Background: an optimization exercise with open tools, aiming at small area and a short achievable clock period. Do not read the settings as production practice. Only simulation tests tie the RTL to the original design; equivalence was not proved. Power and IR drop assume default switching activity.

File: design/flow/flow/run.sh
#!/bin/bash
# Standard ORFS layout, except that the port buffers are plain buffers
# (buf_1) instead of the delay cells buffer_ports picks by default.
set -euo pipefail
export BUFFER_PORTS_ARGS="-buffer_cell sky130_fd_sc_hd__buf_1"
bash standard.sh finish > flow_standard.log 2>&1
File: design/flow/standard.sh
#!/bin/bash
# synth_recipe.tcl (not shown) runs the flow's synth.tcl, then flattens the netlist and writes it again
# the make line also repeats each setting of config.mk as NAME=value (left out here)
make -C /OpenROAD-flow-scripts/flow DESIGN_CONFIG=/design/flow/config.mk WORK_HOME=/design/flow/orfs CLKGATE_MAP_FILE= SYNTH_SCRIPT=/design/flow/synth_recipe.tcl "${@:-finish}"
File: design/flow/config.mk
export PLATFORM = sky130hd
export DESIGN_NAME = cordic
export DESIGN_NICKNAME = cordic
export VERILOG_FILES = /design/flow/design.v
export SDC_FILE = /design/flow/constraint.sdc
export NUM_CORES = 4
export LEC_CHECK = 0
export ABC_AREA = 1
export CAP_MARGIN = 20
export CORE_MARGIN = 2
export CORE_UTILIZATION = 60
export CTS_BUF_LIST = sky130_fd_sc_hd__clkbuf_4 sky130_fd_sc_hd__clkbuf_8
export SETUP_SLACK_MARGIN = 2.9
export SLEW_MARGIN = 20
File: design/flow/constraint.sdc
create_clock -name core_clock -period 5.0 [get_ports {clk}]
set_input_delay 1.0000 -clock core_clock [delete_from_list [all_inputs] [get_ports {clk}]]
set_output_delay 1.0000 -clock core_clock [all_outputs]
set_load 0.01 [all_outputs]
File: design/flow/design.v
module cordic (
    input wire signed [31:0] angle,
    input wire clk, reset,
    output wire signed [31:0] x, y
);
reg [2:0] vcnt;
always @(posedge clk)
    if (reset) vcnt <= 3'd0;
    else if (vcnt != 3'd7) vcnt <= vcnt + 3'd1;
wire [15:0] lo = angle[15:0];
wire [12:0] zo;
wire lo_lt16387 = (~lo[15] & ~lo[14]) | (~lo[15] & lo[14] & ~lo[13] & ~lo[12] & ~lo[11] & ~lo[10] & ~lo[9] & ~lo[8] & ~lo[7] & ~lo[6] & ~lo[5] & ~lo[4] & ~lo[3] & ~lo[2] & ~lo[1]) | (~lo[15] & lo[14] & ~lo[13] & ~lo[12] & ~lo[11] & ~lo[10] & ~lo[9] & ~lo[8] & ~lo[7] & ~lo[6] & ~lo[5] & ~lo[4] & ~lo[3] & ~lo[2] & lo[1] & ~lo[0]);
wire lo_lt32769 = (~lo[15]) | (lo[15] & ~lo[14] & ~lo[13] & ~lo[12] & ~lo[11] & ~lo[10] & ~lo[9] & ~lo[8] & ~lo[7] & ~lo[6] & ~lo[5] & ~lo[4] & ~lo[3] & ~lo[2] & ~lo[1] & ~lo[0]);
wire lo_lt49152 = (~lo[15]) | (lo[15] & ~lo[14]);
wire lo_lt17527 = (~lo[15] & ~lo[14]) | (~lo[15] & lo[14] & ~lo[13] & ~lo[12] & ~lo[11] & ~lo[10]) | (~lo[15] & lo[14] & ~lo[13] & ~lo[12] & ~lo[11] & lo[10] & ~lo[9] & ~lo[8] & ~lo[7] & ~lo[6]) | (~lo[15] & lo[14] & ~lo[13] & ~lo[12] & ~lo[11] & lo[10] & ~lo[9] & ~lo[8] & ~lo[7] & lo[6] & ~lo[5]) | (~lo[15] & lo[14] & ~lo[13] & ~lo[12] & ~lo[11] & lo[10] & ~lo[9] & ~lo[8] & ~lo[7] & lo[6] & lo[5] & ~lo[4]) | (~lo[15] & lo[14] & ~lo[13] & ~lo[12] & ~lo[11] & lo[10] & ~lo[9] & ~lo[8] & ~lo[7] & lo[6] & lo[5] & lo[4] & ~lo[3] & ~lo[2]) | (~lo[15] & lo[14] & ~lo[13] & ~lo[12] & ~lo[11] & lo[10] & ~lo[9] & ~lo[8] & ~lo[7] & lo[6] & lo[5] & lo[4] & ~lo[3] & lo[2] & ~lo[1]) | (~lo[15] & lo[14] & ~lo[13] & ~lo[12] & ~lo[11] & lo[10] & ~lo[9] & ~lo[8] & ~lo[7] & lo[6] & lo[5] & lo[4] & ~lo[3] & lo[2] & lo[1] & ~lo[0]);
wire lo_lt8192 = (~lo[15] & ~lo[14] & ~lo[13]);
wire lo_lt24577 = (~lo[15] & ~lo[14]) | (~lo[15] & lo[14] & ~lo[13]) | (~lo[15] & lo[14] & lo[13] & ~lo[12] & ~lo[11] & ~lo[10] & ~lo[9] & ~lo[8] & ~lo[7] & ~lo[6] & ~lo[5] & ~lo[4] & ~lo[3] & ~lo[2] & ~lo[1] & ~lo[0]);
wire lo_lt40960 = (~lo[15]) | (lo[15] & ~lo[14] & ~lo[13]);
wire lo_lt57344 = (~lo[15]) | (lo[15] & ~lo[14]) | (lo[15] & lo[14] & ~lo[13]);
wire lo_lt3362 = (~lo[15] & ~lo[14] & ~lo[13] & ~lo[12] & ~lo[11]) | (~lo[15] & ~lo[14] & ~lo[13] & ~lo[12] & lo[11] & ~lo[10]) | (~lo[15] & ~lo[14] & ~lo[13] & ~lo[12] & lo[11] & lo[10] & ~lo[9] & ~lo[8]) | (~lo[15] & ~lo[14] & ~lo[13] & ~lo[12] & lo[11] & lo[10] & ~lo[9] & lo[8] & ~lo[7] & ~lo[6] & ~lo[5]) | (~lo[15] & ~lo[14] & ~lo[13] & ~lo[12] & lo[11] & lo[10] & ~lo[9] & lo[8] & ~lo[7] & ~lo[6] & lo[5] & ~lo[4] & ~lo[3] & ~lo[2] & ~lo[1]);
wire lo_lt29407 = (~lo[15] & ~lo[14]) | (~lo[15] & lo[14] & ~lo[13]) | (~lo[15] & lo[14] & lo[13] & ~lo[12]) | (~lo[15] & lo[14] & lo[13] & lo[12] & ~lo[11] & ~lo[10] & ~lo[9]) | (~lo[15] & lo[14] & lo[13] & lo[12] & ~lo[11] & ~lo[10] & lo[9] & ~lo[8] & ~lo[7]) | (~lo[15] & lo[14] & lo[13] & lo[12] & ~lo[11] & ~lo[10] & lo[9] & ~lo[8] & lo[7] & ~lo[6]) | (~lo[15] & lo[14] & lo[13] & lo[12] & ~lo[11] & ~lo[10] & lo[9] & ~lo[8] & lo[7] & lo[6] & ~lo[5] & ~lo[4]) | (~lo[15] & lo[14] & lo[13] & lo[12] & ~lo[11] & ~lo[10] & lo[9] & ~lo[8] & lo[7] & lo[6] & ~lo[5] & lo[4] & ~lo[3]) | (~lo[15] & lo[14] & lo[13] & lo[12] & ~lo[11] & ~lo[10] & lo[9] & ~lo[8] & lo[7] & lo[6] & ~lo[5] & lo[4] & lo[3] & ~lo[2]) | (~lo[15] & lo[14] & lo[13] & lo[12] & ~lo[11] & ~lo[10] & lo[9] & ~lo[8] & lo[7] & lo[6] & ~lo[5] & lo[4] & lo[3] & lo[2] & ~lo[1]) | (~lo[15] & lo[14] & lo[13] & lo[12] & ~lo[11] & ~lo[10] & lo[9] & ~lo[8] & lo[7] & lo[6] & ~lo[5] & lo[4] & lo[3] & lo[2] & lo[1] & ~lo[0]);
wire lo_lt36130 = (~lo[15]) | (lo[15] & ~lo[14] & ~lo[13] & ~lo[12] & ~lo[11]) | (lo[15] & ~lo[14] & ~lo[13] & ~lo[12] & lo[11] & ~lo[10]) | (lo[15] & ~lo[14] & ~lo[13] & ~lo[12] & lo[11] & lo[10] & ~lo[9] & ~lo[8]) | (lo[15] & ~lo[14] & ~lo[13] & ~lo[12] & lo[11] & lo[10] & ~lo[9] & lo[8] & ~lo[7] & ~lo[6] & ~lo[5]) | (lo[15] & ~lo[14] & ~lo[13] & ~lo[12] & lo[11] & lo[10] & ~lo[9] & lo[8] & ~lo[7] & ~lo[6] & lo[5] & ~lo[4] & ~lo[3] & ~lo[2] & ~lo[1]);
wire lo_lt62174 = (~lo[15]) | (lo[15] & ~lo[14]) | (lo[15] & lo[14] & ~lo[13]) | (lo[15] & lo[14] & lo[13] & ~lo[12]) | (lo[15] & lo[14] & lo[13] & lo[12] & ~lo[11] & ~lo[10] & ~lo[9]) | (lo[15] & lo[14] & lo[13] & lo[12] & ~lo[11] & ~lo[10] & lo[9] & ~lo[8] & ~lo[7]) | (lo[15] & lo[14] & lo[13] & lo[12] & ~lo[11] & ~lo[10] & lo[9] & ~lo[8] & lo[7] & ~lo[6]) | (lo[15] & lo[14] & lo[13] & lo[12] & ~lo[11] & ~lo[10] & lo[9] & ~lo[8] & lo[7] & lo[6] & ~lo[5] & ~lo[4]) | (lo[15] & lo[14] & lo[13] & lo[12] & ~lo[11] & ~lo[10] & lo[9] & ~lo[8] & lo[7] & lo[6] & ~lo[5] & lo[4] & ~lo[3]) | (lo[15] & lo[14] & lo[13] & lo[12] & ~lo[11] & ~lo[10] & lo[9] & ~lo[8] & lo[7] & lo[6] & ~lo[5] & lo[4] & lo[3] & ~lo[2]) | (lo[15] & lo[14] & lo[13] & lo[12] & ~lo[11] & ~lo[10] & lo[9] & ~lo[8] & lo[7] & lo[6] & ~lo[5] & lo[4] & lo[3] & lo[2] & ~lo[1]);
wire lo_lt13022 = (~lo[15] & ~lo[14] & ~lo[13]) | (~lo[15] & ~lo[14] & lo[13] & ~lo[12]) | (~lo[15] & ~lo[14] & lo[13] & lo[12] & ~lo[11] & ~lo[10] & ~lo[9]) | (~lo[15] & ~lo[14] & lo[13] & lo[12] & ~lo[11] & ~lo[10] & lo[9] & ~lo[8] & ~lo[7]) | (~lo[15] & ~lo[14] & lo[13] & lo[12] & ~lo[11] & ~lo[10] & lo[9] & ~lo[8] & lo[7] & ~lo[6]) | (~lo[15] & ~lo[14] & lo[13] & lo[12] & ~lo[11] & ~lo[10] & lo[9] & ~lo[8] & lo[7] & lo[6] & ~lo[5] & ~lo[4]) | (~lo[15] & ~lo[14] & lo[13] & lo[12] & ~lo[11] & ~lo[10] & lo[9] & ~lo[8] & lo[7] & lo[6] & ~lo[5] & lo[4] & ~lo[3]) | (~lo[15] & ~lo[14] & lo[13] & lo[12] & ~lo[11] & ~lo[10] & lo[9] & ~lo[8] & lo[7] & lo[6] & ~lo[5] & lo[4] & lo[3] & ~lo[2]) | (~lo[15] & ~lo[14] & lo[13] & lo[12] & ~lo[11] & ~lo[10] & lo[9] & ~lo[8] & lo[7] & lo[6] & ~lo[5] & lo[4] & lo[3] & lo[2] & ~lo[1]);
wire lo_lt19747 = (~lo[15] & ~lo[14]) | (~lo[15] & lo[14] & ~lo[13] & ~lo[12] & ~lo[11]) | (~lo[15] & lo[14] & ~lo[13] & ~lo[12] & lo[11] & ~lo[10]) | (~lo[15] & lo[14] & ~lo[13] & ~lo[12] & lo[11] & lo[10] & ~lo[9] & ~lo[8]) | (~lo[15] & lo[14] & ~lo[13] & ~lo[12] & lo[11] & lo[10] & ~lo[9] & lo[8] & ~lo[7] & ~lo[6] & ~lo[5]) | (~lo[15] & lo[14] & ~lo[13] & ~lo[12] & lo[11] & lo[10] & ~lo[9] & lo[8] & ~lo[7] & ~lo[6] & lo[5] & ~lo[4] & ~lo[3] & ~lo[2] & ~lo[1]) | (~lo[15] & lo[14] & ~lo[13] & ~lo[12] & lo[11] & lo[10] & ~lo[9] & lo[8] & ~lo[7] & ~lo[6] & lo[5] & ~lo[4] & ~lo[3] & ~lo[2] & lo[1] & ~lo[0]);
wire lo_lt45790 = (~lo[15]) | (lo[15] & ~lo[14] & ~lo[13]) | (lo[15] & ~lo[14] & lo[13] & ~lo[12]) | (lo[15] & ~lo[14] & lo[13] & lo[12] & ~lo[11] & ~lo[10] & ~lo[9]) | (lo[15] & ~lo[14] & lo[13] & lo[12] & ~lo[11] & ~lo[10] & lo[9] & ~lo[8] & ~lo[7]) | (lo[15] & ~lo[14] & lo[13] & lo[12] & ~lo[11] & ~lo[10] & lo[9] & ~lo[8] & lo[7] & ~lo[6]) | (lo[15] & ~lo[14] & lo[13] & lo[12] & ~lo[11] & ~lo[10] & lo[9] & ~lo[8] & lo[7] & lo[6] & ~lo[5] & ~lo[4]) | (lo[15] & ~lo[14] & lo[13] & lo[12] & ~lo[11] & ~lo[10] & lo[9] & ~lo[8] & lo[7] & lo[6] & ~lo[5] & lo[4] & ~lo[3]) | (lo[15] & ~lo[14] & lo[13] & lo[12] & ~lo[11] & ~lo[10] & lo[9] & ~lo[8] & lo[7] & lo[6] & ~lo[5] & lo[4] & lo[3] & ~lo[2]) | (lo[15] & ~lo[14] & lo[13] & lo[12] & ~lo[11] & ~lo[10] & lo[9] & ~lo[8] & lo[7] & lo[6] & ~lo[5] & lo[4] & lo[3] & lo[2] & ~lo[1]);
wire lo_lt52514 = (~lo[15]) | (lo[15] & ~lo[14]) | (lo[15] & lo[14] & ~lo[13] & ~lo[12] & ~lo[11]) | (lo[15] & lo[14] & ~lo[13] & ~lo[12] & lo[11] & ~lo[10]) | (lo[15] & lo[14] & ~lo[13] & ~lo[12] & lo[11] & lo[10] & ~lo[9] & ~lo[8]) | (lo[15] & lo[14] & ~lo[13] & ~lo[12] & lo[11] & lo[10] & ~lo[9] & lo[8] & ~lo[7] & ~lo[6] & ~lo[5]) | (lo[15] & lo[14] & ~lo[13] & ~lo[12] & lo[11] & lo[10] & ~lo[9] & lo[8] & ~lo[7] & ~lo[6] & lo[5] & ~lo[4] & ~lo[3] & ~lo[2] & ~lo[1]);
wire t_m1298 = (~zo[12] & ~zo[11]) | (~zo[12] & zo[11] & ~zo[10] & ~zo[9]) | (~zo[12] & zo[11] & ~zo[10] & zo[9] & ~zo[8] & ~zo[7]) | (~zo[12] & zo[11] & ~zo[10] & zo[9] & ~zo[8] & zo[7] & ~zo[6]) | (~zo[12] & zo[11] & ~zo[10] & zo[9] & ~zo[8] & zo[7] & zo[6] & ~zo[5]) | (~zo[12] & zo[11] & ~zo[10] & zo[9] & ~zo[8] & zo[7] & zo[6] & zo[5] & ~zo[4] & ~zo[3]) | (~zo[12] & zo[11] & ~zo[10] & zo[9] & ~zo[8] & zo[7] & zo[6] & zo[5] & ~zo[4] & zo[3] & ~zo[2]) | (~zo[12] & zo[11] & ~zo[10] & zo[9] & ~zo[8] & zo[7] & zo[6] & zo[5] & ~zo[4] & zo[3] & zo[2] & ~zo[1]);
wire t_p1298 = (~zo[12]) | (zo[12] & ~zo[11] & ~zo[10]) | (zo[12] & ~zo[11] & zo[10] & ~zo[9] & ~zo[8]) | (zo[12] & ~zo[11] & zo[10] & ~zo[9] & zo[8] & ~zo[7] & ~zo[6] & ~zo[5] & ~zo[4]) | (zo[12] & ~zo[11] & zo[10] & ~zo[9] & zo[8] & ~zo[7] & ~zo[6] & ~zo[5] & zo[4] & ~zo[3] & ~zo[2] & ~zo[1]);
wire t_m1949 = (~zo[12] & ~zo[11]) | (~zo[12] & zo[11] & ~zo[10] & ~zo[9] & ~zo[8] & ~zo[7] & ~zo[6]) | (~zo[12] & zo[11] & ~zo[10] & ~zo[9] & ~zo[8] & ~zo[7] & zo[6] & ~zo[5]) | (~zo[12] & zo[11] & ~zo[10] & ~zo[9] & ~zo[8] & ~zo[7] & zo[6] & zo[5] & ~zo[4] & ~zo[3] & ~zo[2] & ~zo[1]) | (~zo[12] & zo[11] & ~zo[10] & ~zo[9] & ~zo[8] & ~zo[7] & zo[6] & zo[5] & ~zo[4] & ~zo[3] & ~zo[2] & zo[1] & ~zo[0]);
wire t_m647 = (~zo[12] & ~zo[11]) | (~zo[12] & zo[11] & ~zo[10]) | (~zo[12] & zo[11] & zo[10] & ~zo[9] & ~zo[8]) | (~zo[12] & zo[11] & zo[10] & ~zo[9] & zo[8] & ~zo[7] & ~zo[6]) | (~zo[12] & zo[11] & zo[10] & ~zo[9] & zo[8] & ~zo[7] & zo[6] & ~zo[5]) | (~zo[12] & zo[11] & zo[10] & ~zo[9] & zo[8] & ~zo[7] & zo[6] & zo[5] & ~zo[4]) | (~zo[12] & zo[11] & zo[10] & ~zo[9] & zo[8] & ~zo[7] & zo[6] & zo[5] & zo[4] & ~zo[3]) | (~zo[12] & zo[11] & zo[10] & ~zo[9] & zo[8] & ~zo[7] & zo[6] & zo[5] & zo[4] & zo[3] & ~zo[2] & ~zo[1] & ~zo[0]);
wire t_p647 = (~zo[12]) | (zo[12] & ~zo[11] & ~zo[10] & ~zo[9]) | (zo[12] & ~zo[11] & ~zo[10] & zo[9] & ~zo[8] & ~zo[7]) | (zo[12] & ~zo[11] & ~zo[10] & zo[9] & ~zo[8] & zo[7] & ~zo[6] & ~zo[5] & ~zo[4] & ~zo[3] & ~zo[2]) | (zo[12] & ~zo[11] & ~zo[10] & zo[9] & ~zo[8] & zo[7] & ~zo[6] & ~zo[5] & ~zo[4] & ~zo[3] & zo[2] & ~zo[1]) | (zo[12] & ~zo[11] & ~zo[10] & zo[9] & ~zo[8] & zo[7] & ~zo[6] & ~zo[5] & ~zo[4] & ~zo[3] & zo[2] & zo[1] & ~zo[0]);
wire t_p1949 = (~zo[12]) | (zo[12] & ~zo[11] & ~zo[10]) | (zo[12] & ~zo[11] & zo[10] & ~zo[9]) | (zo[12] & ~zo[11] & zo[10] & zo[9] & ~zo[8]) | (zo[12] & ~zo[11] & zo[10] & zo[9] & zo[8] & ~zo[7]) | (zo[12] & ~zo[11] & zo[10] & zo[9] & zo[8] & zo[7] & ~zo[6] & ~zo[5] & ~zo[4]) | (zo[12] & ~zo[11] & zo[10] & zo[9] & zo[8] & zo[7] & ~zo[6] & ~zo[5] & zo[4] & ~zo[3]) | (zo[12] & ~zo[11] & zo[10] & zo[9] & zo[8] & zo[7] & ~zo[6] & ~zo[5] & zo[4] & zo[3] & ~zo[2]) | (zo[12] & ~zo[11] & zo[10] & zo[9] & zo[8] & zo[7] & ~zo[6] & ~zo[5] & zo[4] & zo[3] & zo[2] & ~zo[1] & ~zo[0]);
wire s   = angle[31];
wire h0  = angle[16];
wire zr  = (angle[30:17] == 14'd0);
wire in_r = ~s & zr & ~h0;
wire h1   = ~s & zr & h0;
wire sneg = (~s & ~zr) | (s & zr & ~h0) | (h1 & ~lo_lt17527);
wire spos = s & ~(zr & ~h0);
wire qa = lo_lt16387;
wire qb = ~lo_lt16387 & lo_lt32769;
wire qc = ~lo_lt32769 & lo_lt49152;
wire qd = ~lo_lt49152;
wire selA = ~in_r | qa;
wire d1 = (selA & lo_lt8192) | (in_r & qb & ~lo_lt24577) | (in_r & qc & lo_lt40960) | (in_r & qd & ~lo_lt57344);
wire d2y = (selA & lo_lt3362) | (in_r & qb & ~lo_lt29407) | (in_r & qc & lo_lt36130) | (in_r & qd & ~lo_lt62174);
wire d2n = (selA & lo_lt13022) | (in_r & qb & ~lo_lt19747) | (in_r & qc & lo_lt45790) | (in_r & qd & ~lo_lt52514);
wire d2 = d1 ? d2y : d2n;
wire qb_s = qb & ~lo[15];                    
wire neg = in_r & (qb_s | qd);
wire [2:0] cls = sneg ? 3'b110 : spos ? 3'b111 : h1 ? 3'b101 :
                 (qa ? 3'b000 : qb_s ? 3'b001 : qc ? 3'b010 : qd ? 3'b011 : 3'b100);
reg [14:0] lop_1;
reg [1:0] d_1;
reg [2:0] cls_1;
always @(posedge clk) begin
    lop_1 <= lo[14:0] ^ {15{neg}};
    d_1   <= {d2, d1};
    cls_1 <= cls;
end
wire cin = (cls_1 == 3'b001);
wire [12:0] k3 = d_1[0] ? (d_1[1] ? 13'd7386 : 13'd2274) : (d_1[1] ? 13'd5918 : 13'd806);
reg [12:0] z3_2;
reg [1:0] d_2;
reg [2:0] cls_2;
always @(posedge clk) begin
    z3_2  <= lop_1[12:0] + {12'd0, cin} + k3;
    d_2   <= d_1;
    cls_2 <= cls_1;
end
assign zo = {~z3_2[12], z3_2[11:0]};       
wire d3 = z3_2[12];
wire d4 = d3 ? t_m1298 : t_p1298;
wire d5 = d3 ? (d4 ? t_m1949 : t_m647) : (d4 ? t_p647 : t_p1949);
wire sat = cls_2[2] & cls_2[1];
wire f   = cls_2[2] & (cls_2[1] ^ cls_2[0]);
wire [1:0] q = cls_2[2] ? {cls_2[1] | cls_2[0], 1'b1} : cls_2[1:0];
reg [7:0] code_3, code_4, code_5, code_6, code_7;
always @(posedge clk) begin
    code_3 <= {q, {d5 ^ d4, d4 ^ d3, d3 ^ d_2[1], d_2[1] ^ d_2[0], d_2[0]} & {5{~sat}}, f};
    code_4 <= code_3;
    code_5 <= code_4;
    code_6 <= code_5;
    code_7 <= code_6;
end
wire [9:0] x6, y6, nzx, nzy;
cordic_tab tab (.d(code_7[5:0]), .xo(x6), .yo(y6), .nx(nzx), .ny(nzy));
wire negx = code_7[6] ^ code_7[7];
wire negy = code_7[7] ^ code_7[0];          
wire [9:0] tx = x6 ^ (nzx & {10{negx}});
wire [9:0] ty = y6 ^ (nzy & {10{negy}});
reg [9:0] xr, yr;
always @(posedge clk) begin
    if (reset || vcnt != 3'd7) begin
        xr <= 10'd0;
        yr <= 10'd0;
    end else begin
        xr <= tx;
        yr <= ty;
    end
end
assign x = {{22{xr[9]}}, xr};
assign y = {{22{yr[9]}}, yr};
endmodule
module cordic_tab(d, xo, yo, nx, ny);
  input [5:0] d;
  wire [5:0] d;
  output [9:0] xo;
  wire [9:0] xo;
  output [9:0] yo;
  wire [9:0] yo;
  output [9:0] nx;
  wire [9:0] nx;
  output [9:0] ny;
  wire [9:0] ny;
  wire _000_;
  wire _001_;
  wire _002_;
  wire _003_;
  wire _004_;
  wire _005_;
  wire _006_;
  wire _007_;
  wire _008_;
  wire _009_;
  wire _010_;
  wire _011_;
  wire _012_;
  wire _013_;
  wire _014_;
  wire _015_;
  wire _016_;
  wire _017_;
  wire _018_;
  wire _019_;
  wire _020_;
  wire _021_;
  wire _022_;
  wire _023_;
  wire _024_;
  wire _025_;
  wire _026_;
  wire _027_;
  wire _028_;
  wire _029_;
  wire _030_;
  wire _031_;
  wire _032_;
  wire _033_;
  wire _034_;
  wire _035_;
  wire _036_;
  wire _037_;
  wire _038_;
  wire _039_;
  wire _040_;
  wire _041_;
  wire _042_;
  wire _043_;
  wire _044_;
  wire _045_;
  wire _046_;
  wire _047_;
  wire _048_;
  wire _049_;
  wire _050_;
  wire _051_;
  wire _052_;
  wire _053_;
  wire _054_;
  wire _055_;
  wire _056_;
  wire _057_;
  wire _058_;
  wire _059_;
  wire _060_;
  wire _061_;
  wire _062_;
  wire _063_;
  wire _064_;
  wire _065_;
  wire _066_;
  wire _067_;
  wire _068_;
  wire _069_;
  wire _070_;
  wire _071_;
  wire _072_;
  wire _073_;
  wire _074_;
  wire _075_;
  wire _076_;
  wire _077_;
  wire _078_;
  wire _079_;
  wire _080_;
  wire _081_;
  wire _082_;
  wire _083_;
  wire _084_;
  wire _085_;
  wire _086_;
  wire _087_;
  wire _088_;
  wire _089_;
  wire _090_;
  wire _091_;
  wire _092_;
  wire _093_;
  wire _094_;
  wire _095_;
  wire _096_;
  wire _097_;
  wire _098_;
  wire _099_;
  wire _100_;
  wire _101_;
  wire _102_;
  wire _103_;
  wire _104_;
  wire _105_;
  wire _106_;
  wire _107_;
  wire _108_;
  wire _109_;
  wire _110_;
  wire _111_;
  wire _112_;
  wire _113_;
  wire _114_;
  wire _115_;
  wire _116_;
  wire _117_;
  wire _118_;
  wire _119_;
  wire _120_;
  wire _121_;
  wire _122_;
  wire _123_;
  wire _124_;
  wire _125_;
  assign _018_ = d[4] ? _092_ : _017_;
  assign _019_ = _081_ ^ _073_;
  assign _020_ = d[3] ? _106_ : _082_;
  assign _021_ = _076_ ? _019_ : _020_;
  assign xo[4] = _072_ ? _018_ : _021_;
  assign _022_ = _098_ ? _089_ : _015_;
  assign _023_ = _073_ ? d[2] : _022_;
  assign _024_ = _074_ ^ _073_;
  assign _025_ = d[3] ? _082_ : _086_;
  assign _026_ = _076_ ? _024_ : _025_;
  assign xo[3] = _072_ ? _023_ : _026_;
  assign _027_ = _073_ ? d[1] : _106_;
  assign _028_ = _076_ ? _073_ : _027_;
  assign _029_ = _098_ & ~(_015_);
  assign _030_ = d[0] ? d[2] : _081_;
  assign _031_ = _073_ ? _029_ : _030_;
  assign _032_ = d[0] | ~(d[1]);
  assign _033_ = d[2] ? _032_ : _015_;
  assign _034_ = _120_ ? _089_ : _098_;
  assign _035_ = _073_ ? _033_ : _034_;
  assign _036_ = _076_ ? _031_ : _035_;
  assign xo[2] = d[5] ? _028_ : _036_;
  assign _037_ = _093_ & _078_;
  assign _038_ = d[3] ? _106_ : _074_;
  assign _039_ = _076_ ? _037_ : _038_;
  assign _040_ = _039_ & ~(_072_);
  assign _041_ = ~(d[2] & d[1]);
  assign _042_ = _041_ | _073_;
  assign _043_ = _042_ | _120_;
  assign _044_ = _041_ & ~(_104_);
  assign _045_ = _110_ | d[5];
  assign _046_ = _045_ | _044_;
  assign _047_ = _043_ & ~(_046_);
  assign xo[1] = _047_ | _040_;
  assign _048_ = d[3] ? _106_ : _086_;
  assign _049_ = _084_ & ~(_113_);
  assign nx[1] = d[4] ? _048_ : _049_;
  assign _050_ = d[3] & ~(_085_);
  assign _051_ = _076_ ? _050_ : _038_;
  assign _052_ = _073_ ? _081_ : _085_;
  assign _053_ = _076_ ? _011_ : _052_;
  assign yo[4] = _072_ ? _051_ : _053_;
  assign _054_ = _093_ & ~(_006_);
  assign _055_ = _081_ & ~(_100_);
  assign _056_ = _055_ | _007_;
  assign yo[6] = _056_ | _054_;
  assign _057_ = d[3] ? _041_ : _086_;
  assign _058_ = _076_ ? _019_ : _057_;
  assign _059_ = d[2] | d[3];
  assign _060_ = ~(_059_ & _078_);
  assign _061_ = _076_ ? _037_ : _060_;
  assign yo[5] = _072_ ? _058_ : _061_;
  assign ny[6] = _042_ | _003_;
  assign _062_ = _073_ ? _098_ : _084_;
  assign _063_ = d[4] ? _086_ : _062_;
  assign _064_ = _073_ ? _098_ : _086_;
  assign _065_ = d[4] ? _064_ : _062_;
  assign yo[7] = _072_ ? _063_ : _065_;
  assign _066_ = _059_ | d[1];
  assign _067_ = _066_ | d[4];
  assign _068_ = _074_ | ~(_102_);
  assign ny[4] = _072_ ? _067_ : _068_;
  assign _069_ = ~(_102_ & _009_);
  assign ny[3] = _072_ ? _067_ : _069_;
  assign nx[6] = _003_ | _109_;
  assign _070_ = _085_ | _073_;
  assign _071_ = d[4] ? _070_ : _066_;
  assign ny[2] = _072_ ? _005_ : _071_;
  assign _072_ = ~d[5];
  assign _073_ = ~d[3];
  assign _074_ = d[2] ^ d[1];
  assign _075_ = _073_ ? d[2] : _074_;
  assign _076_ = ~d[4];
  assign _077_ = _074_ ^ d[3];
  assign _078_ = d[1] | ~(d[3]);
  assign _079_ = _078_ & _074_;
  assign _080_ = _076_ ? _077_ : _079_;
  assign yo[3] = _072_ ? _075_ : _080_;
  assign _081_ = d[1] & ~(d[2]);
  assign _082_ = ~(d[2] | d[1]);
  assign _083_ = _073_ ? _081_ : _082_;
  assign _084_ = d[2] | ~(d[1]);
  assign _085_ = d[2] & ~(d[1]);
  assign _086_ = _084_ & ~(_085_);
  assign _087_ = d[3] ? d[1] : _086_;
  assign _088_ = _076_ ? _083_ : _087_;
  assign _089_ = ~d[1];
  assign _090_ = _073_ ? _089_ : _085_;
  assign _091_ = _076_ ? _073_ : _090_;
  assign yo[2] = _072_ ? _088_ : _091_;
  assign _092_ = d[3] ? _085_ : _086_;
  assign _093_ = d[3] | ~(d[1]);
  assign _094_ = ~(_093_ & _078_);
  assign _095_ = d[4] ? _092_ : _094_;
  assign _096_ = _085_ | d[4];
  assign yo[1] = d[5] ? _095_ : _096_;
  assign _097_ = _084_ | d[3];
  assign _098_ = ~d[2];
  assign _099_ = d[1] ? d[4] : _098_;
  assign ny[1] = ~(_099_ & _097_);
  assign _100_ = d[4] & ~(d[5]);
  assign yo[9] = ~(_100_ | _097_);
  assign _101_ = _073_ & ~(_100_);
  assign yo[8] = _101_ | _089_;
  assign _102_ = d[4] & d[3];
  assign _103_ = ~(_102_ & _074_);
  assign _104_ = d[0] | d[4];
  assign _105_ = _104_ | _097_;
  assign nx[4] = d[5] ? _103_ : _105_;
  assign _106_ = d[2] & d[1];
  assign _107_ = _106_ | _073_;
  assign _108_ = _107_ | _076_;
  assign _109_ = _078_ | _098_;
  assign _110_ = d[0] & d[4];
  assign _111_ = _110_ & ~(_109_);
  assign _112_ = _105_ & ~(_111_);
  assign nx[3] = d[5] ? _108_ : _112_;
  assign _113_ = d[0] & ~(_093_);
  assign _114_ = _097_ & ~(_113_);
  assign _115_ = d[4] ? _107_ : _114_;
  assign _116_ = _084_ | d[0];
  assign _117_ = d[1] | ~(d[0]);
  assign _118_ = ~(d[0] & d[1]);
  assign _119_ = d[2] ? _117_ : _118_;
  assign _120_ = ~d[0];
  assign _121_ = _098_ ? _120_ : _117_;
  assign _122_ = _073_ ? _119_ : _121_;
  assign _123_ = _076_ ? _116_ : _122_;
  assign nx[2] = d[5] ? _115_ : _123_;
  assign _124_ = d[2] | d[1];
  assign xo[9] = _101_ & ~(_124_);
  assign xo[8] = _101_ | d[1];
  assign _125_ = _073_ ? _098_ : _124_;
  assign _000_ = d[4] ? _074_ : _125_;
  assign _001_ = _073_ ? _098_ : _074_;
  assign _002_ = _076_ ? _125_ : _001_;
  assign xo[7] = _072_ ? _000_ : _002_;
  assign _003_ = ~(d[5] & d[4]);
  assign _004_ = ~(_003_ | _079_);
  assign _005_ = _124_ | d[4];
  assign _006_ = ~(d[2] & d[4]);
  assign _007_ = _072_ & ~(_006_);
  assign _008_ = _007_ | ~(_005_);
  assign xo[6] = _008_ | _004_;
  assign _009_ = d[1] | ~(d[2]);
  assign _010_ = d[3] ? _009_ : _074_;
  assign _011_ = _082_ ^ _073_;
  assign _012_ = d[4] ? _010_ : _011_;
  assign _013_ = d[3] ? d[1] : _098_;
  assign _014_ = _076_ ? _094_ : _013_;
  assign xo[5] = _072_ ? _012_ : _014_;
  assign _015_ = d[0] | d[1];
  assign _016_ = _015_ & ~(_098_);
  assign _017_ = d[3] & ~(_016_);
  assign { ny[9:7], ny[5], ny[0] } = { 3'h7, ny[4], 1'h0 };
  assign { nx[9:7], nx[5], nx[0] } = { 3'h7, nx[4], 1'h0 };
  assign yo[0] = ny[1];
  assign xo[0] = nx[1];
endmodule
==> reports/results.txt, run 1 <==
commonest non-fill, non-tap cell in the layout = nand2_1
Final Hold Fails = 0
Async S/R FF share, synth = 0%
post-route ant nets = 0
Ports = 98
mux cell area share after synthesis = 0%
Tcrit/Tclk final = 40.1%
Setup CP Type = reg2out
first-pass GRT wire length = 17.0 mm
most frequent cells in the layout = nand2_1 (125), buf_1 (96), dfxtp_1 (92), nor2_1 (76), inv_1 (65)
Synth Warn # = 1
WHS Path Cells = 0
post-layout net count = 780
worst setup margin = 2.99 ns
setup TNS = 0 ns
critical path's top delay family = flip-flops
clock latency (worst-skew pair) = 0.36 ns
H-tree levels = 3
total CTS buffers = 9
Clock Sinks = 99
Main synth FF type = dfxtp_1
grt ovf = 0
Pins Over Slew Limit = 0
synthesized cell area = 0.00502 mm^2
Synth area leaders = dfxtp_1 (39%), nand2_1 (9.4%), buf_4 (6.9%), nor2_1 (5.8%), ha_1 (5.5%)
post-synth top area share = 39.5%
Critical Path AT = 1.01 ns
Yosys cell types = 40
clock-pin slew on the worst setup and hold paths = 0.10 ns
Die H = 95.5 um
share of layout cells above drive strength 1 = 6.45%
Mapped Cells = 668
chip width = 95.5 um
CP endpoint kind = primary output
type of origin of the critical path = flip-flop
EDFF count, synth = 0
Core Region = 0.00818 mm^2
standard-cell rows = 33
post-synthesis xor/xnor area fraction = 6.06%
# port buffers = 97
adder-cell share of the synthesized area = 5.48%
min cycle time layout = 2.01 ns
CP required = 4.00 ns
Pwr Total = 1.57 mW
Worst Path Max Fanout = 23
# diodes = 0
Slew @ Worst Pin = 0.587 ns
post-synthesis area per instance = 7.51 um^2
wire length per cell = 12.5 um
Final Wtd Congestion = 0.931
post-place setup slack = 2.55 ns
Cell Chain, Critical Path = buf_1
vias in the first global route = 3872
Syn Nets = 724
CP peak stage delay = 0.46 ns
Initial Util = 61.4%
CTS Root Cell = clkbuf_8
RSZ-0062 raised after global routing = true
final WL = 10.4 mm
sequential share of the synthesized area = 39.5%
TritonCTS clock tree = done
largest family of logic cells by synthesized area = simple AND/OR/NAND/NOR gates
Pre-antenna DRT Iters = 5
Synth Area in Compound Gates = 13.7%
FF+latch count, synth = 99
Reg2Reg Depth = 10
VDD IR max = 0.220 mV
Final Setup Violations = 0
status = no timing/DRC/antenna violations
slowest CP cell = dfxtp_4
post-synth top area cell = dfxtp_1
skew final = 0.0102 ns
drc violations = 0
vias per inst = 5.24
leakage = 2.44 nW
initial antenna violation count = 0
Simple-Gate Fraction of Synth Area = 22.1%
Fmax = 498 MHz
area grow syn2layout = 7.68%
power per cell area = 290 mW/mm^2
DR iter-0 viols = 210
Crit path buffers/inverters = 1
GRT Resource Usage Total = 23.7%
max-cap violations = 0
WP depth = 1
Min-Delay Path Class = reg2reg
hpwl dp = 7.88 mm
total number of vias = 4368
Clock Path Buffers = 2
die area = 0.00911 mm^2
Max-slew headroom = 60.9%
largest net degree at the start of global routing = 24
final timing paths:
| kind | end | slack (ns) | start |
|---|---|---|---|
| min | code_4[1] | 0.33 | code_3[1] |
| min reg2reg | code_4[1] | 0.33 | code_3[1] |
| max reg2reg | xr[5] | 3.08 | code_7[2] |
| max | x[24] | 2.99 | xr[9] |
registers in the layout, summed over array words and instances (netlist names):
| register | flops |
|---|---|
| cls_1 | 3 |
| code_3 | 8 |
| d_2 | 2 |
| d_1 | 2 |
| code_4 | 8 |
| lop_1 | 13 |
| vcnt | 3 |
| code_5 | 8 |
| xr | 10 |
| code_7 | 8 |
| z3_2 | 13 |
| yr | 10 |
| cls_2 | 3 |
| code_6 | 8 |
area by class of cell:
class                      instances  area, um^2
sequential                        99        2000
clock buffer                       9         124
inverter                          69         263
timing repair buffer             101         395
multi-input combinational        444        2400
fill                             771        2770
tap                              105         131
clock inverter                     7        83.8
power breakdown:
group / internal (mW) / switching, mW / leakage, nW
Clock: 0.240 / 0.284 / 0.102
Combinational: 0.0765 / 0.121 / 1.52
Sequential: 0.820 / 0.0280 / 0.817
cells in the mapped netlist, types with 5 or more instances:
cell type and instances:
nand4_1 5, ha_1 22, xor2_1 25, o21ai_0 50
buf_2 5, nand2_1 126, nand3_1 39, nor2_1 78
xnor2_1 6, inv_1 66, buf_4 46, dfxtp_1 99
nor3_1 7, o211ai_1 5, a21oi_1 45
per-stage QoR:
stage,utilization [%],hold slack [ns],instance area (um^2),std cells
4_1_cts,65.2,0.330,5330,830
5_1_grt,66.1,0.328,5410,834
3_3_place_gp,62.5,0.310,5110,814
2_1_floorplan,-,0.310,5020,668
6_report,66.1,0.328,5410,834
3_5_place_dp,62.5,0.312,5110,814
routing by layer:
metal	up-vias	share of wire, %	track usage (%)
met1	1917	43	28.8
met2	172	48	40.8
met4	0	2.3	8.81
met3	25	6.4	5.30
met5	-	0	0
li1	2254	-	-
logic make-up (layout without fill, tap and decap cells):
group,Yosys count,count (layout)
fa+ha+maj,22,22
compound gates,124,124
flops,99,99
xor+xnor,33,33
buf+inv,125,186
simple gates,265,265
timing repair:
item,4_1_cts,5_1_grt
buffers inserted,0,4
gates resized for setup,8,16
gates cloned,0,0
setup endpoints to repair,59,62
hold buffers,0,0
==> run 2: changes to the inputs <==
--- a/design/flow/config.mk
+++ b/design/flow/config.mk
@@ -12,3 +12,4 @@
 export CTS_BUF_LIST = sky130_fd_sc_hd__clkbuf_4 sky130_fd_sc_hd__clkbuf_8
 export SETUP_SLACK_MARGIN = 2.9
 export SLEW_MARGIN = 20
+export TNS_END_PERCENT = 100
==> reports/results.txt, run 2 <==
Min-Delay Path Class = reg2reg (unchanged)
die area = 0.00911 mm^2 (unchanged)
DR iter-0 viols = 210 (unchanged)
most frequent cells in the layout = nand2_1 (125), buf_1 (96), dfxtp_1 (92), nor2_1 (76), inv_1 (65) (unchanged)
layout filler cell count = 771 (unchanged)
Clock Path Buffers = 2 (unchanged)
vias per inst = 5.24 (unchanged)
share of layout cells above drive strength 1 = 6.45% (unchanged)
Setup CP Type = reg2out (unchanged)
grt ovf = 0 (unchanged)
top flop regs = lop_1 (13), z3_2 (13) (unchanged)
min cycle time layout = 2.01 ns (unchanged)
standard-cell rows = 33 (unchanged)
met1 Usage GRT = 28.8% (unchanged)
post-layout net count = 780 (unchanged)
FF+latch count, synth = 99 (unchanged)
Main synth FF type = dfxtp_1 (unchanged)
CP peak stage delay = 0.46 ns (about the same)
Fmax = 498 MHz (unchanged)
final WL = 10.4 mm (unchanged)
Max-slew headroom = 60.9% (unchanged)
Initial Util = 61.4% (unchanged)
Final Wtd Congestion = 0.931 (unchanged)
# port buffers = 97 (unchanged)
Placed Area = 0.00511 mm^2 (unchanged)
Pins Over Slew Limit = 0 (unchanged)
H-tree levels = 3 (unchanged)
hold-fix buffers at CTS = 0 (unchanged)
CP endpoint kind = primary output (unchanged)
power per cell area = 290 mW/mm^2 (unchanged)
sequential share of the synthesized area = 39.5% (unchanged)
Clock Sinks = 99 (unchanged)
EDFF count, synth = 0 (unchanged)
setup TNS = 0 ns (unchanged)
GRT met3 Usage = 5.30% (unchanged)
Synth area leaders = dfxtp_1 (39%), nand2_1 (9.4%), buf_4 (6.9%), nor2_1 (5.8%), ha_1 (5.5%) (unchanged)
post-synthesis area per instance = 7.51 um^2 (unchanged)
Async S/R FF share, synth = 0% (unchanged)
Tcrit/Tclk final = 40.1% (unchanged)
post-synth top area share = 39.5% (unchanged)
Yosys cell types = 40 (unchanged)
Die H = 95.5 um (unchanged)
area grow syn2layout = 7.68% (unchanged)
total number of vias = 4368 (unchanged)
Layout Utilization = 66.1% (unchanged)
vias in the first global route = 3872 (unchanged)
Core Region = 0.00818 mm^2 (unchanged)
Final Hold Fails = 0 (unchanged)
type of origin of the critical path = flip-flop (unchanged)
Pre-antenna DRT Iters = 5 (unchanged)
clock-pin slew on the worst setup and hold paths = 0.10 ns (about the same)
Syn Nets = 724 (unchanged)
top cells by count, synth = nand2_1 (126), dfxtp_1 (99), nor2_1 (78), inv_1 (66), o21ai_0 (50) (unchanged)
met2 usage = 40.8% (unchanged)
Worst Path Max Fanout = 23 (unchanged)
hpwl dp = 7.88 mm (unchanged)
RSZ-0062 raised after global routing = true (unchanged)
VDD IR max = 0.220 mV (unchanged)
most common cell in the netlist = nand2_1 (unchanged)
chip width = 95.5 um (unchanged)
CTS Root Cell = clkbuf_8 (unchanged)
first-pass GRT wire length = 17.0 mm (unchanged)
slowest CP cell = dfxtp_4 (unchanged)
clock latency (worst-skew pair) = 0.36 ns (about the same)
Post-Layout Inst Area = 0.00541 mm^2 (unchanged)
initial antenna violation count = 0 (unchanged)
CP required = 4.00 ns (about the same)
Synth Warn # = 1 (unchanged)
wire length per cell = 12.5 um (unchanged)
synthesized cell area = 0.00502 mm^2 (unchanged)
TritonCTS clock tree = done (unchanged)
GRT Resource Usage Total = 23.7% (unchanged)
status = no timing/DRC/antenna violations (unchanged)
total CTS buffers = 9 (unchanged)
Slew @ Worst Pin = 0.587 ns (unchanged)
Top Usage Layer GRT = met2 (unchanged)
Crit path buffers/inverters = 1 (unchanged)
commonest non-fill, non-tap cell in the layout = nand2_1 (unchanged)
critical path's top delay family = flip-flops (unchanged)
largest net degree at the start of global routing = 24 (unchanged)
Ports = 98 (unchanged)
Mapped Cells = 668 (unchanged)
Final Setup Violations = 0 (unchanged)
post-route ant nets = 0 (unchanged)
Cell Chain, Critical Path = buf_1 (unchanged)
Critical Path AT = 1.01 ns (about the same)
drc violations = 0 (unchanged)
max-cap violations = 0 (unchanged)
leakage = 2.44 nW (unchanged)
skew final = 0.0102 ns (unchanged)
post-synth top area cell = dfxtp_1 (unchanged)
# diodes = 0 (unchanged)
==> run 2: cell counts after synthesis <==
Identical to the previous run, type by type.
==> run 2: logic make-up (layout without fill, tap and decap cells) <==
logic type,after synthesis,count (layout),share of synthesized area [%]
compound gates,124,124,13.7
flops,99,99,39.5
fa+ha+maj,22,22,5.48
buf+inv,125,186,13.2
simple gates,265,265,22.1
xor+xnor,33,33,6.06
==> run 2: path summary, 6_finish.rpt <==
kind               endpoint  slack (ns)      start  cells after the start
setup / recovery      x[24]        2.99      xr[9]                      1
hold / removal    code_4[1]        0.33  code_3[1]                      0
setup reg to reg      xr[5]        3.08  code_7[2]                     10
hold reg to reg   code_4[1]        0.33  code_3[1]                      0
==> run 2: cell type report <==
type                            count  area, um^2  area share, %
Tap cell                          105         131           2.43
Timing Repair Buffer              101         395           7.31
Inverter                           69         263           4.86
Multi-Input combinational cell    444        2400           44.5
Clock inverter                      7        83.8           1.55
Sequential cell                    99        2000           37.1
Clock buffer                        9         124           2.29
==> run 2: what timing repair did <==
item,in CTS,in global routing
setup endpoints to repair,59,62
buffers inserted,0,4
gates resized for setup,8,16
pin swaps,0,0
endpoints found under the hold margin,0,0
==> run 2: per-layer routing <==
metal | vias to the layer above | part of all wire, %
met2 | 172 | 48
met3 | 25 | 6.4
met1 | 1917 | 43
met4 | 0 | 2.3
met5 | - | 0
li1 | 2254 | -
==> run 2: where the power goes <==
group / switching [mW] / total, mW / leakage, nW / internal [mW]
registers: 0.0280 / 0.848 / 0.817 / 0.820
clock network: 0.284 / 0.523 / 0.102 / 0.240
logic: 0.121 / 0.197 / 1.52 / 0.0765
total: 0.432 / 1.57 / 2.44 / 1.14
==> run 2: per-stage QoR <==
step	setup slack [ns]	hold WS, ns	power, mW	cells
after floorplan	2.94	0.310	1.01	668
after global placement	2.64	0.310	1.06	814
after detailed placement	2.55	0.312	1.06	814
after CTS	2.89	0.330	1.58	830
after global routing	2.89	0.328	1.65	834
final	2.99	0.328	1.57	834
==> run 3: changes to the inputs <==
--- a/design/flow/config.mk
+++ b/design/flow/config.mk
@@ -10,6 +10,6 @@
 export CORE_MARGIN = 2
 export CORE_UTILIZATION = 60
 export CTS_BUF_LIST = sky130_fd_sc_hd__clkbuf_4 sky130_fd_sc_hd__clkbuf_8
+export GPL_TIMING_DRIVEN = 0
 export SETUP_SLACK_MARGIN = 2.9
 export SLEW_MARGIN = 20
-export TNS_END_PERCENT = 100
==> reports/results.txt, run 3 <==
Synth area leaders = dfxtp_1 (39%), nand2_1 (9.4%), buf_4 (6.9%), nor2_1 (5.8%), ha_1 (5.5%) (unchanged)
Layout Utilization = 76.0% (was 66.1%)
total CTS buffers = 9 (unchanged)
Die H = 95.5 um (unchanged)
clock latency (worst-skew pair) = 0.37 ns (was 0.36 ns)
leakage = 2.97 nW (was 2.44 nW)
area of the multi-input gates = 0.00243 mm^2 (was 0.00240 mm^2)
post-synth top area cell = dfxtp_1 (unchanged)
type of origin of the critical path = flip-flop (unchanged)
final WL = 13.2 mm (was 10.4 mm)
post-route ant nets = 0 (unchanged)
EDFF count, synth = 0 (unchanged)
vias per inst = 5.41 (was 5.24)
Synth Warn # = 1 (unchanged)
post-synthesis area per instance = 7.51 um^2 (unchanged)
WHS = 0.313 ns (was 0.328 ns)
CP endpoint kind = primary output (unchanged)
Setup CP Type = reg2out (unchanged)
Placed Area = 0.00551 mm^2 (was 0.00511 mm^2)
top flop regs = lop_1 (13), z3_2 (13) (unchanged)
Clock Sinks = 99 (unchanged)
crit path launch = yr[9] (was xr[9])
post-layout net count = 841 (was 780)
layout filler cell count = 610 (was 771)
Final Wtd Congestion = 0.969 (was 0.931)
total number of vias = 4837 (was 4368)
# port buffers = 96 (was 97)
RSZ-0062 raised after global routing = true (unchanged)
Clock Path Buffers = 2 (unchanged)
die area = 0.00911 mm^2 (unchanged)
drc violations = 0 (unchanged)
most frequent cells in the layout = nand2_1 (126), dfxtp_1 (95), nor2_1 (71), inv_1 (65), buf_6 (60) (was nand2_1 (125), buf_1 (96), dfxtp_1 (92), nor2_1 (76), inv_1 (65))
Reg2Reg Depth = 10 (unchanged)
Sw Ratio = 27.0% (was 27.5%)
Ports = 98 (unchanged)
hpwl dp = 8.45 mm (was 7.88 mm)
sequential share of the synthesized area = 39.5% (unchanged)
Async S/R FF share, synth = 0% (unchanged)
wire length per cell = 14.8 um (was 12.5 um)
Reg area = 0.00199 mm^2 (was 0.00200 mm^2)
CP required = 4.00 ns (about the same)
max-cap violations = 0 (unchanged)
Yosys cell types = 40 (unchanged)
TritonCTS clock tree = done (unchanged)
chip width = 95.5 um (unchanged)
hold-fix buffers at CTS = 0 (unchanged)
Fmax = 466 MHz (was 498 MHz)
Tcrit/Tclk final = 42.9% (was 40.1%)
Final Hold Fails = 0 (unchanged)
share of layout cells above drive strength 1 = 19.3% (was 6.45%)
CP endpoint = y[21] (was x[24])
Syn Nets = 724 (unchanged)
Critical Path AT = 1.15 ns (was 1.01 ns)
first-pass GRT wire length = 19.5 mm (was 17.0 mm)
min cycle time layout = 2.15 ns (was 2.01 ns)
Max-slew headroom = 62.2% (was 60.9%)
worst r2r src = code_7[2] (unchanged)
skew final = 0.0140 ns (was 0.0102 ns)
DR iter-0 viols = 283 (was 210)
status = no timing/DRC/antenna violations (unchanged)
standard-cell rows = 33 (unchanged)
VDD IR max = 0.157 mV (was 0.220 mV)
Switch Pwr = 0.425 mW (was 0.432 mW)
H-tree levels = 3 (unchanged)
Main synth FF type = dfxtp_1 (unchanged)
combinational power share = 13.1% (was 12.6%)
clock-pin slew on the worst setup and hold paths = 0.10 ns (about the same)
Hold Crit Start = code_6[3] (was code_3[1])
Worst Path Max Fanout = 7 (was 23)
FF+latch count, synth = 99 (unchanged)
power per cell area = 253 mW/mm^2 (was 290 mW/mm^2)
most common cell in the netlist = nand2_1 (unchanged)
GRT Resource Usage Total = 27.2% (was 23.7%)
initial antenna violation count = 0 (unchanged)
FF-to-FF setup slack = 2.94 ns (was 3.08 ns)
cell-internal power = 1.15 mW (was 1.14 mW)
setup TNS = 0 ns (unchanged)
Final Setup Violations = 0 (unchanged)
CTS Root Cell = clkbuf_8 (unchanged)
Core Region = 0.00818 mm^2 (unchanged)
grt ovf = 0 (unchanged)
Post-Layout Inst Area = 0.00621 mm^2 (was 0.00541 mm^2)
synthesized cell area = 0.00502 mm^2 (unchanged)
commonest non-fill, non-tap cell in the layout = nand2_1 (unchanged)
post-synth top area share = 39.5% (unchanged)
Min-Delay Path Class = reg2reg (unchanged)
# diodes = 0 (unchanged)
Pins Over Slew Limit = 0 (unchanged)
largest net degree at the start of global routing = 17 (was 24)
Initial Util = 61.4% (unchanged)
Slew @ Worst Pin = 0.564 ns (was 0.587 ns)
Pre-antenna DRT Iters = 6 (was 5)
Mapped Cells = 668 (unchanged)
clock power share = 33.0% (was 33.4%)
reg2reg end = xr[2] (was xr[5])
Reg power frac = 54.0% (was 54.1%)
area grow syn2layout = 23.7% (was 7.68%)
top cells by count, synth = nand2_1 (126), dfxtp_1 (99), nor2_1 (78), inv_1 (66), o21ai_0 (50) (unchanged)
vias in the first global route = 4414 (was 3872)
[run 3: worst max-delay path, cell delays in order, from the launching register on]
cell,delay (ns)
dfxtp_4,0.38
buf_4,0.16
buf_4,0.13
clkbuf_2,0.12
[run 3: layout make-up]
| cell class | instances | area share, % |
|---|---|---|
| clock inverters | 5 | 1.01 |
| well taps | 105 | 2.12 |
| repair buffers | 106 | 11.2 |
| plain buffers | 56 | 7.98 |
| multi-input cells | 444 | 39.2 |
| flip-flops and latches | 99 | 32.1 |
| clock buffers | 10 | 2.22 |
| inverters | 69 | 4.17 |
[run 3: layer usage]
layer,up-vias,track usage (%),routed length [um]
met5,-,0,0
met4,0,12.7,539
met3,54,4.98,829
met2,219,50.6,6940
met1,2193,29.6,4900
li1,2371,-,-
[run 3: logic make-up (layout without fill, tap and decap cells)]
family          count (synthesis)  after routing  synth area share [%]
xor+xnor                       33             33                  6.06
compound gates                124            124                  13.7
flops                          99             99                  39.5
fa+ha+maj                      22             22                  5.48
buf+inv                       125            246                  13.2
simple gates                  265            265                  22.1
[run 3: worst min-delay path by stage]
stage / to / cells past startpoint
floorplan: code_4[0] / 0
global placement: code_5[6] / 0
detailed placement: code_4[4] / 0
CTS: code_7[3] / 0
global route: code_7[3] / 0
finish: code_7[3] / 0
[run 3: power groups by stage]
stage,Combinational (mW),Sequential [mW],Clock [mW]
CTS,0.197,0.848,0.526
detailed placement,0.194,0.868,0
global route,0.237,0.853,0.560
floorplan,0.150,0.861,0
global placement,0.186,0.866,0
finish,0.206,0.849,0.519
[run 3: what timing repair did]
action,CTS,global route
buffers inserted,7,1
pin swaps,0,1
resized for setup,34,123
cloned,2,0
endpoints found under the setup margin,59,68
[run 3: stage by stage]
step / setup WS (ns) / power (mW) / instances
3_3_place_gp: 2.49 / 1.05 / 869
5_1_grt: 2.77 / 1.65 / 894
2_1_floorplan: 2.94 / 1.01 / 668
3_5_place_dp: 2.50 / 1.06 / 869
6_report: 2.85 / 1.57 / 894
4_1_cts: 2.86 / 1.57 / 893
==> run 4: changes to the inputs <==
--- a/design/flow/config.mk
+++ b/design/flow/config.mk
@@ -8,8 +8,7 @@
 export ABC_AREA = 1
 export CAP_MARGIN = 20
 export CORE_MARGIN = 2
-export CORE_UTILIZATION = 60
+export CORE_UTILIZATION = 65
 export CTS_BUF_LIST = sky130_fd_sc_hd__clkbuf_4 sky130_fd_sc_hd__clkbuf_8
-export GPL_TIMING_DRIVEN = 0
 export SETUP_SLACK_MARGIN = 2.9
 export SLEW_MARGIN = 20
==> reports/results.txt, run 4 <==
Pins Over Slew Limit = 0 (unchanged)
Fmax = 496 MHz (was 466 MHz)
H-tree levels = 3 (unchanged)
GRT Resource Usage Total = 25.2% (was 27.2%)
Synth area leaders = dfxtp_1 (39%), nand2_1 (9.4%), buf_4 (6.9%), nor2_1 (5.8%), ha_1 (5.5%) (unchanged)
Slew @ Worst Pin = 0.590 ns (was 0.564 ns)
min cycle time layout = 2.02 ns (was 2.15 ns)
vias per inst = 5.36 (was 5.41)
sequential share of the synthesized area = 39.5% (unchanged)
FF+latch count, synth = 99 (unchanged)
worst r2r src = code_7[1] (was code_7[2])
skew final = 0.0113 ns (was 0.0140 ns)
EDFF count, synth = 0 (unchanged)
post-route ant nets = 0 (unchanged)
die area = 0.00844 mm^2 (was 0.00911 mm^2)
leakage = 2.40 nW (was 2.97 nW)
Syn Nets = 724 (unchanged)
Pwr Total = 1.54 mW (was 1.57 mW)
max-cap violations = 0 (unchanged)
total number of vias = 4433 (was 4837)
post-synthesis xor/xnor area fraction = 6.06% (unchanged)
WP depth = 1 (was 3)
Final Setup Violations = 0 (unchanged)
slowest CP cell = dfxtp_4 (unchanged)
# diodes = 0 (unchanged)
Min-Delay Path Class = reg2reg (unchanged)
clock latency (worst-skew pair) = 0.36 ns (was 0.37 ns)
# port buffers = 97 (was 96)
vias in the first global route = 4029 (was 4414)
chip width = 91.9 um (was 95.5 um)
Clock Path Buffers = 2 (unchanged)
CTS Root Cell = clkbuf_8 (unchanged)
clock-pin slew on the worst setup and hold paths = 0.10 ns (about the same)
critical path's top delay family = flip-flops (was buffers and inverters)
RSZ-0062 raised after global routing = false (was true)
Final Wtd Congestion = 0.980 (was 0.969)
hpwl dp = 7.76 mm (was 8.45 mm)
top flop regs = lop_1 (13), z3_2 (13) (unchanged)
Async S/R FF share, synth = 0% (unchanged)
CP peak stage delay = 0.47 ns (was 0.38 ns)
Die H = 91.9 um (was 95.5 um)
Simple-Gate Fraction of Synth Area = 22.1% (unchanged)
Reg2Reg Depth = 11 (was 10)
VDD IR max = 0.158 mV (was 0.157 mV)
Pre-antenna DRT Iters = 4 (was 6)
TritonCTS clock tree = done (unchanged)
setup TNS = 0 ns (unchanged)
top cells by count, synth = nand2_1 (126), dfxtp_1 (99), nor2_1 (78), inv_1 (66), o21ai_0 (50) (unchanged)
Main synth FF type = dfxtp_1 (unchanged)
power per cell area = 287 mW/mm^2 (was 253 mW/mm^2)
grt ovf = 0 (unchanged)
Core Region = 0.00761 mm^2 (was 0.00818 mm^2)
Yosys cell types = 40 (unchanged)
Worst Path Max Fanout = 23 (was 7)
most frequent cells in the layout = nand2_1 (125), buf_1 (96), dfxtp_1 (92), nor2_1 (73), inv_1 (66) (was nand2_1 (126), dfxtp_1 (95), nor2_1 (71), inv_1 (65), buf_6 (60))
CP endpoint kind = primary output (unchanged)
initial antenna violation count = 0 (unchanged)
Setup CP Type = reg2out (unchanged)
Initial Util = 66.0% (was 61.4%)
CP endpoint = x[28] (was y[21])
Synth Area in Compound Gates = 13.7% (unchanged)
post-synth top area share = 39.5% (unchanged)
status = no timing/DRC/antenna violations (unchanged)
drc violations = 0 (unchanged)
commonest non-fill, non-tap cell in the layout = nand2_1 (unchanged)
wire length per cell = 12.6 um (was 14.8 um)
type of origin of the critical path = flip-flop (unchanged)
Ports = 98 (unchanged)
mux cell area share after synthesis = 0% (unchanged)
Cell Chain, Critical Path = buf_1 (was buf_4 -> buf_4 -> clkbuf_2)
synthesized cell area = 0.00502 mm^2 (unchanged)
area grow syn2layout = 6.61% (was 23.7%)
Synth Warn # = 1 (unchanged)
largest family of logic cells by synthesized area = simple AND/OR/NAND/NOR gates (unchanged)
final WL = 10.4 mm (was 13.2 mm)
crit path launch = xr[9] (was yr[9])
DR iter-0 viols = 175 (was 283)
share of layout cells above drive strength 1 = 6.48% (was 19.3%)
Setup Buffers After CTS = 0 (was 7)
post-synthesis area per instance = 7.51 um^2 (unchanged)
reg2reg end = xr[3] (was xr[2])
Final Hold Fails = 0 (unchanged)
most common cell in the netlist = nand2_1 (unchanged)
largest net degree at the start of global routing = 24 (was 17)
Max-slew headroom = 60.6% (was 62.2%)
Mapped Cells = 668 (unchanged)
Critical Path AT = 1.02 ns (was 1.15 ns)
adder-cell share of the synthesized area = 5.48% (unchanged)
standard-cell rows = 32 (was 33)
post-layout net count = 776 (was 841)
Clock Sinks = 99 (unchanged)
first-pass GRT wire length = 17.3 mm (was 19.5 mm)
CP required = 4.00 ns (about the same)
post-synth top area cell = dfxtp_1 (unchanged)
FF-to-FF setup slack = 3.02 ns (was 2.94 ns)
Crit path buffers/inverters = 1 (was 3)
Tcrit/Tclk final = 40.3% (was 42.9%)
total CTS buffers = 9 (unchanged)
run 4: cell counts after synthesis:
Identical to the previous run, type by type.
run 4: final cells by class:
cell class	instances	area, um^2
Timing Repair Buffer	97	365
Tap cell	102	128
Fill cell	646	2260
Multi-Input combinational cell	444	2410
Sequential cell	99	2000
Clock buffer	10	138
Clock inverter	6	55.1
Inverter	69	259
run 4: repair_timing:
item / CTS / global route
pin swaps: 0 / 0
hold buffers: 0 / 0
resized for setup: 7 / 16
setup endpoints to repair: 56 / 60
run 4: power by group:
group          total (mW)  internal [mW]  switching, mW
clock network       0.488          0.204          0.284
logic               0.200         0.0769          0.123
registers           0.849          0.821         0.0279
run 4: kinds of logic (layout without fill, tap and decap cells):
family | Yosys count | in the layout
buf+inv | 125 | 182
simple gates | 265 | 265
fa+ha+maj | 22 | 22
flops | 99 | 99
compound gates | 124 | 124
xor+xnor | 33 | 33
run 4: worst min path at each step:
stage	start	end	slack [ns]	cells after the start
finish	code_5[1]	code_6[1]	0.33	0
global placement	code_6[6]	code_7[6]	0.31	0
global route	code_6[5]	code_7[5]	0.33	0
floorplan	code_3[0]	code_4[0]	0.31	0
CTS	code_3[2]	code_4[2]	0.33	0
detailed placement	code_3[2]	code_4[2]	0.31	0
run 4: per-layer routing:
layer	wire length, um	track usage [%]
met1	4170	29.2
met2	5280	45.6
met3	730	4.44
met4	250	10.4
met5	0	0
run 4: worst register-to-register path, cell delays in order, from the launching register on:
cell     delay, ns
dfxtp_2       0.47
inv_2         0.15
ha_2          0.44
inv_1         0.09
nand2_1       0.10
nand3_1       0.08
nand2_1       0.08
inv_1         0.05
nand2_1       0.08
o31ai_1       0.09
o21ai_0       0.19
a21oi_1       0.06
run 4: metrics by stage:
step	instance area (um^2)	std cells	setup slack, ns	hold WS [ns]	util, %
global route	5350	827	2.90	0.328	70.3
finish	5350	827	2.98	0.325	70.3
CTS	5310	827	2.88	0.330	69.9
global placement	5110	811	2.66	0.310	67.1
detailed placement	5110	811	2.59	0.312	67.1
floorplan	5020	668	2.94	0.310	-
==> run 5: changes to the inputs <==
--- a/design/flow/config.mk
+++ b/design/flow/config.mk
@@ -6,9 +6,9 @@
 export NUM_CORES = 4
 export LEC_CHECK = 0
 export ABC_AREA = 1
-export CAP_MARGIN = 20
+export CAP_MARGIN = 0
 export CORE_MARGIN = 2
-export CORE_UTILIZATION = 65
+export CORE_UTILIZATION = 60
 export CTS_BUF_LIST = sky130_fd_sc_hd__clkbuf_4 sky130_fd_sc_hd__clkbuf_8
 export SETUP_SLACK_MARGIN = 2.9
-export SLEW_MARGIN = 20
+export SLEW_MARGIN = 0
==> reports/results.txt, run 5 <==
Clock Sinks = 99 (unchanged)
post-layout net count = 780 (was 776)
hpwl dp = 7.88 mm (was 7.76 mm)
status = no timing/DRC/antenna violations (unchanged)
Final Hold Fails = 0 (unchanged)
Pins Over Slew Limit = 0 (unchanged)
top flop regs = lop_1 (13), z3_2 (13) (unchanged)
commonest non-fill, non-tap cell in the layout = nand2_1 (unchanged)
die area = 0.00911 mm^2 (was 0.00844 mm^2)
initial antenna violation count = 0 (unchanged)
vias per inst = 5.24 (was 5.36)
type of origin of the critical path = flip-flop (unchanged)
Die H = 95.5 um (was 91.9 um)
WP depth = 1 (unchanged)
# diodes = 0 (unchanged)
Max-slew headroom = 60.9% (was 60.6%)
Tcrit/Tclk final = 40.1% (was 40.3%)
VDD IR max = 0.220 mV (was 0.158 mV)
Min-Delay Path Class = reg2reg (unchanged)
Final Wtd Congestion = 0.931 (was 0.980)
clock latency (worst-skew pair) = 0.36 ns (about the same)
power per cell area = 290 mW/mm^2 (was 287 mW/mm^2)
FF-to-FF setup slack = 3.08 ns (was 3.02 ns)
reg2reg end = xr[5] (was xr[3])
standard-cell rows = 33 (was 32)
sequential share of the synthesized area = 39.5% (unchanged)
Yosys cell types = 40 (unchanged)
total number of vias = 4368 (was 4433)
final WL = 10.4 mm (about the same)
min cycle time layout = 2.01 ns (was 2.02 ns)
Synth Warn # = 1 (unchanged)
Mapped Cells = 668 (unchanged)
CP peak stage delay = 0.46 ns (was 0.47 ns)
WHS = 0.328 ns (was 0.325 ns)
CTS Root Cell = clkbuf_8 (unchanged)
Ports = 98 (unchanged)
drc violations = 0 (unchanged)
Slew @ Worst Pin = 0.587 ns (was 0.590 ns)
post-synth top area cell = dfxtp_1 (unchanged)
share of layout cells above drive strength 1 = 6.45% (was 6.48%)
setup TNS = 0 ns (unchanged)
CP endpoint = x[24] (was x[28])
Clock Path Buffers = 2 (unchanged)
Post-Layout Inst Area = 0.00541 mm^2 (was 0.00535 mm^2)
CP required = 4.00 ns (about the same)
Core Region = 0.00818 mm^2 (was 0.00761 mm^2)
most frequent cells in the layout = nand2_1 (125), buf_1 (96), dfxtp_1 (92), nor2_1 (76), inv_1 (65) (was nand2_1 (125), buf_1 (96), dfxtp_1 (92), nor2_1 (73), inv_1 (66))
Placed Area = 0.00511 mm^2 (about the same)
first-pass GRT wire length = 17.0 mm (was 17.3 mm)
Crit path buffers/inverters = 1 (unchanged)
grt ovf = 0 (unchanged)
FF+latch count, synth = 99 (unchanged)
wire length per cell = 12.5 um (was 12.6 um)
crit path launch = xr[9] (unchanged)
RSZ-0062 raised after global routing = true (was false)
Fmax = 498 MHz (was 496 MHz)
Critical Path AT = 1.01 ns (was 1.02 ns)
largest net degree at the start of global routing = 24 (unchanged)
chip width = 95.5 um (was 91.9 um)
Cell Chain, Critical Path = buf_1 (unchanged)
# port buffers = 97 (unchanged)
vias in the first global route = 3872 (was 4029)
Async S/R FF share, synth = 0% (unchanged)
Main synth FF type = dfxtp_1 (unchanged)
worst r2r src = code_7[2] (was code_7[1])
Worst Path Max Fanout = 23 (unchanged)
Layout Utilization = 66.1% (was 70.3%)
clock-pin slew on the worst setup and hold paths = 0.10 ns (about the same)
skew final = 0.0102 ns (was 0.0113 ns)
post-synth top area share = 39.5% (unchanged)
Pre-antenna DRT Iters = 5 (was 4)
leakage = 2.44 nW (was 2.40 nW)
max-cap violations = 0 (unchanged)
Final Setup Violations = 0 (unchanged)
Synth area leaders = dfxtp_1 (39%), nand2_1 (9.4%), buf_4 (6.9%), nor2_1 (5.8%), ha_1 (5.5%) (unchanged)
Setup CP Type = reg2out (unchanged)
Initial Util = 61.4% (was 66.0%)
area grow syn2layout = 7.68% (was 6.61%)
GRT Resource Usage Total = 23.7% (was 25.2%)
H-tree levels = 3 (unchanged)
post-route ant nets = 0 (unchanged)
CP endpoint kind = primary output (unchanged)
top cells by count, synth = nand2_1 (126), dfxtp_1 (99), nor2_1 (78), inv_1 (66), o21ai_0 (50) (unchanged)
post-synthesis area per instance = 7.51 um^2 (unchanged)
EDFF count, synth = 0 (unchanged)
synthesized cell area = 0.00502 mm^2 (unchanged)
TritonCTS clock tree = done (unchanged)
slowest CP cell = dfxtp_4 (unchanged)
Pwr Total = 1.57 mW (was 1.54 mW)
Reg2Reg Depth = 10 (was 11)
most common cell in the netlist = nand2_1 (unchanged)
total CTS buffers = 9 (unchanged)
layout filler cell count = 771 (was 646)
Syn Nets = 724 (unchanged)
DR iter-0 viols = 210 (was 175)
critical path's top delay family = flip-flops (unchanged)
run 5: cells by family (layout without fill, tap and decap cells):
logic type                 Yosys count  in the layout  synth area share [%]
DFF                                 99             99                  39.5
buffers and inverters              125            186                  13.2
AOI/OAI and AO/OA                  124            124                  13.7
and+or+nand+nor                    265            265                  22.1
adders and majority gates           22             22                  5.48
xor gates and xnor gates            33             33                  6.06
run 5: report_power, final:
group	internal (mW)	switching [mW]	leakage (nW)	total (mW)
Sequential	0.820	0.0280	0.817	0.848
Clock	0.240	0.284	0.102	0.523
Combinational	0.0765	0.121	1.52	0.197
run 5: routing by layer:
layer | GRT usage, % | vias up | wire, um
li1 | - | 2254 | -
met3 | 5.30 | 25 | 671
met5 | 0 | - | 0
met1 | 28.8 | 1917 | 4520
met2 | 40.8 | 172 | 4980
met4 | 8.81 | 0 | 239
run 5: worst min-delay path by stage:
stage                         start         to  slack (ns)  cells past startpoint
after global routing      code_6[3]  code_7[3]        0.33                      0
final                     code_3[1]  code_4[1]        0.33                      0
after global placement    code_5[5]  code_6[5]        0.31                      0
after detailed placement  code_5[1]  code_6[1]        0.31                      0
after floorplan           code_3[0]  code_4[0]        0.31                      0
after CTS                 code_6[3]  code_7[3]        0.33                      0
run 5: per-stage QoR:
step / worst slack, ns / std cells
final: 2.99 / 834
after global routing: 2.89 / 834
after CTS: 2.89 / 830
after detailed placement: 2.55 / 814
after global placement: 2.64 / 814
after floorplan: 2.94 / 668
run 5: area by class of cell:
| class | instances | area, um^2 | area share, % |
|---|---|---|---|
| clock buffer | 9 | 124 | 2.29 |
| clock inverter | 7 | 83.8 | 1.55 |
| inverter | 69 | 263 | 4.86 |
| multi-input combinational | 444 | 2400 | 44.5 |
| sequential | 99 | 2000 | 37.1 |
| tap | 105 | 131 | 2.43 |
| timing repair buffer | 101 | 395 | 7.31 |
run 5: timing repair:
item                       4_1_cts  5_1_grt
setup endpoints to repair       59       62
pin swaps                        0        0
buffers inserted                 0        4
hold buffers                     0        0
gates cloned                     0        0
resized for setup                8       16

Re-timed with assumed drivers on the ports (clkbuf_16 on the clock, buf_2 on other inputs), run 5 has 2.964 ns of setup slack against 2.994 ns with ideal ports, and 2.664 ns once port delays also move by the mid clock arrival of 0.386 ns.
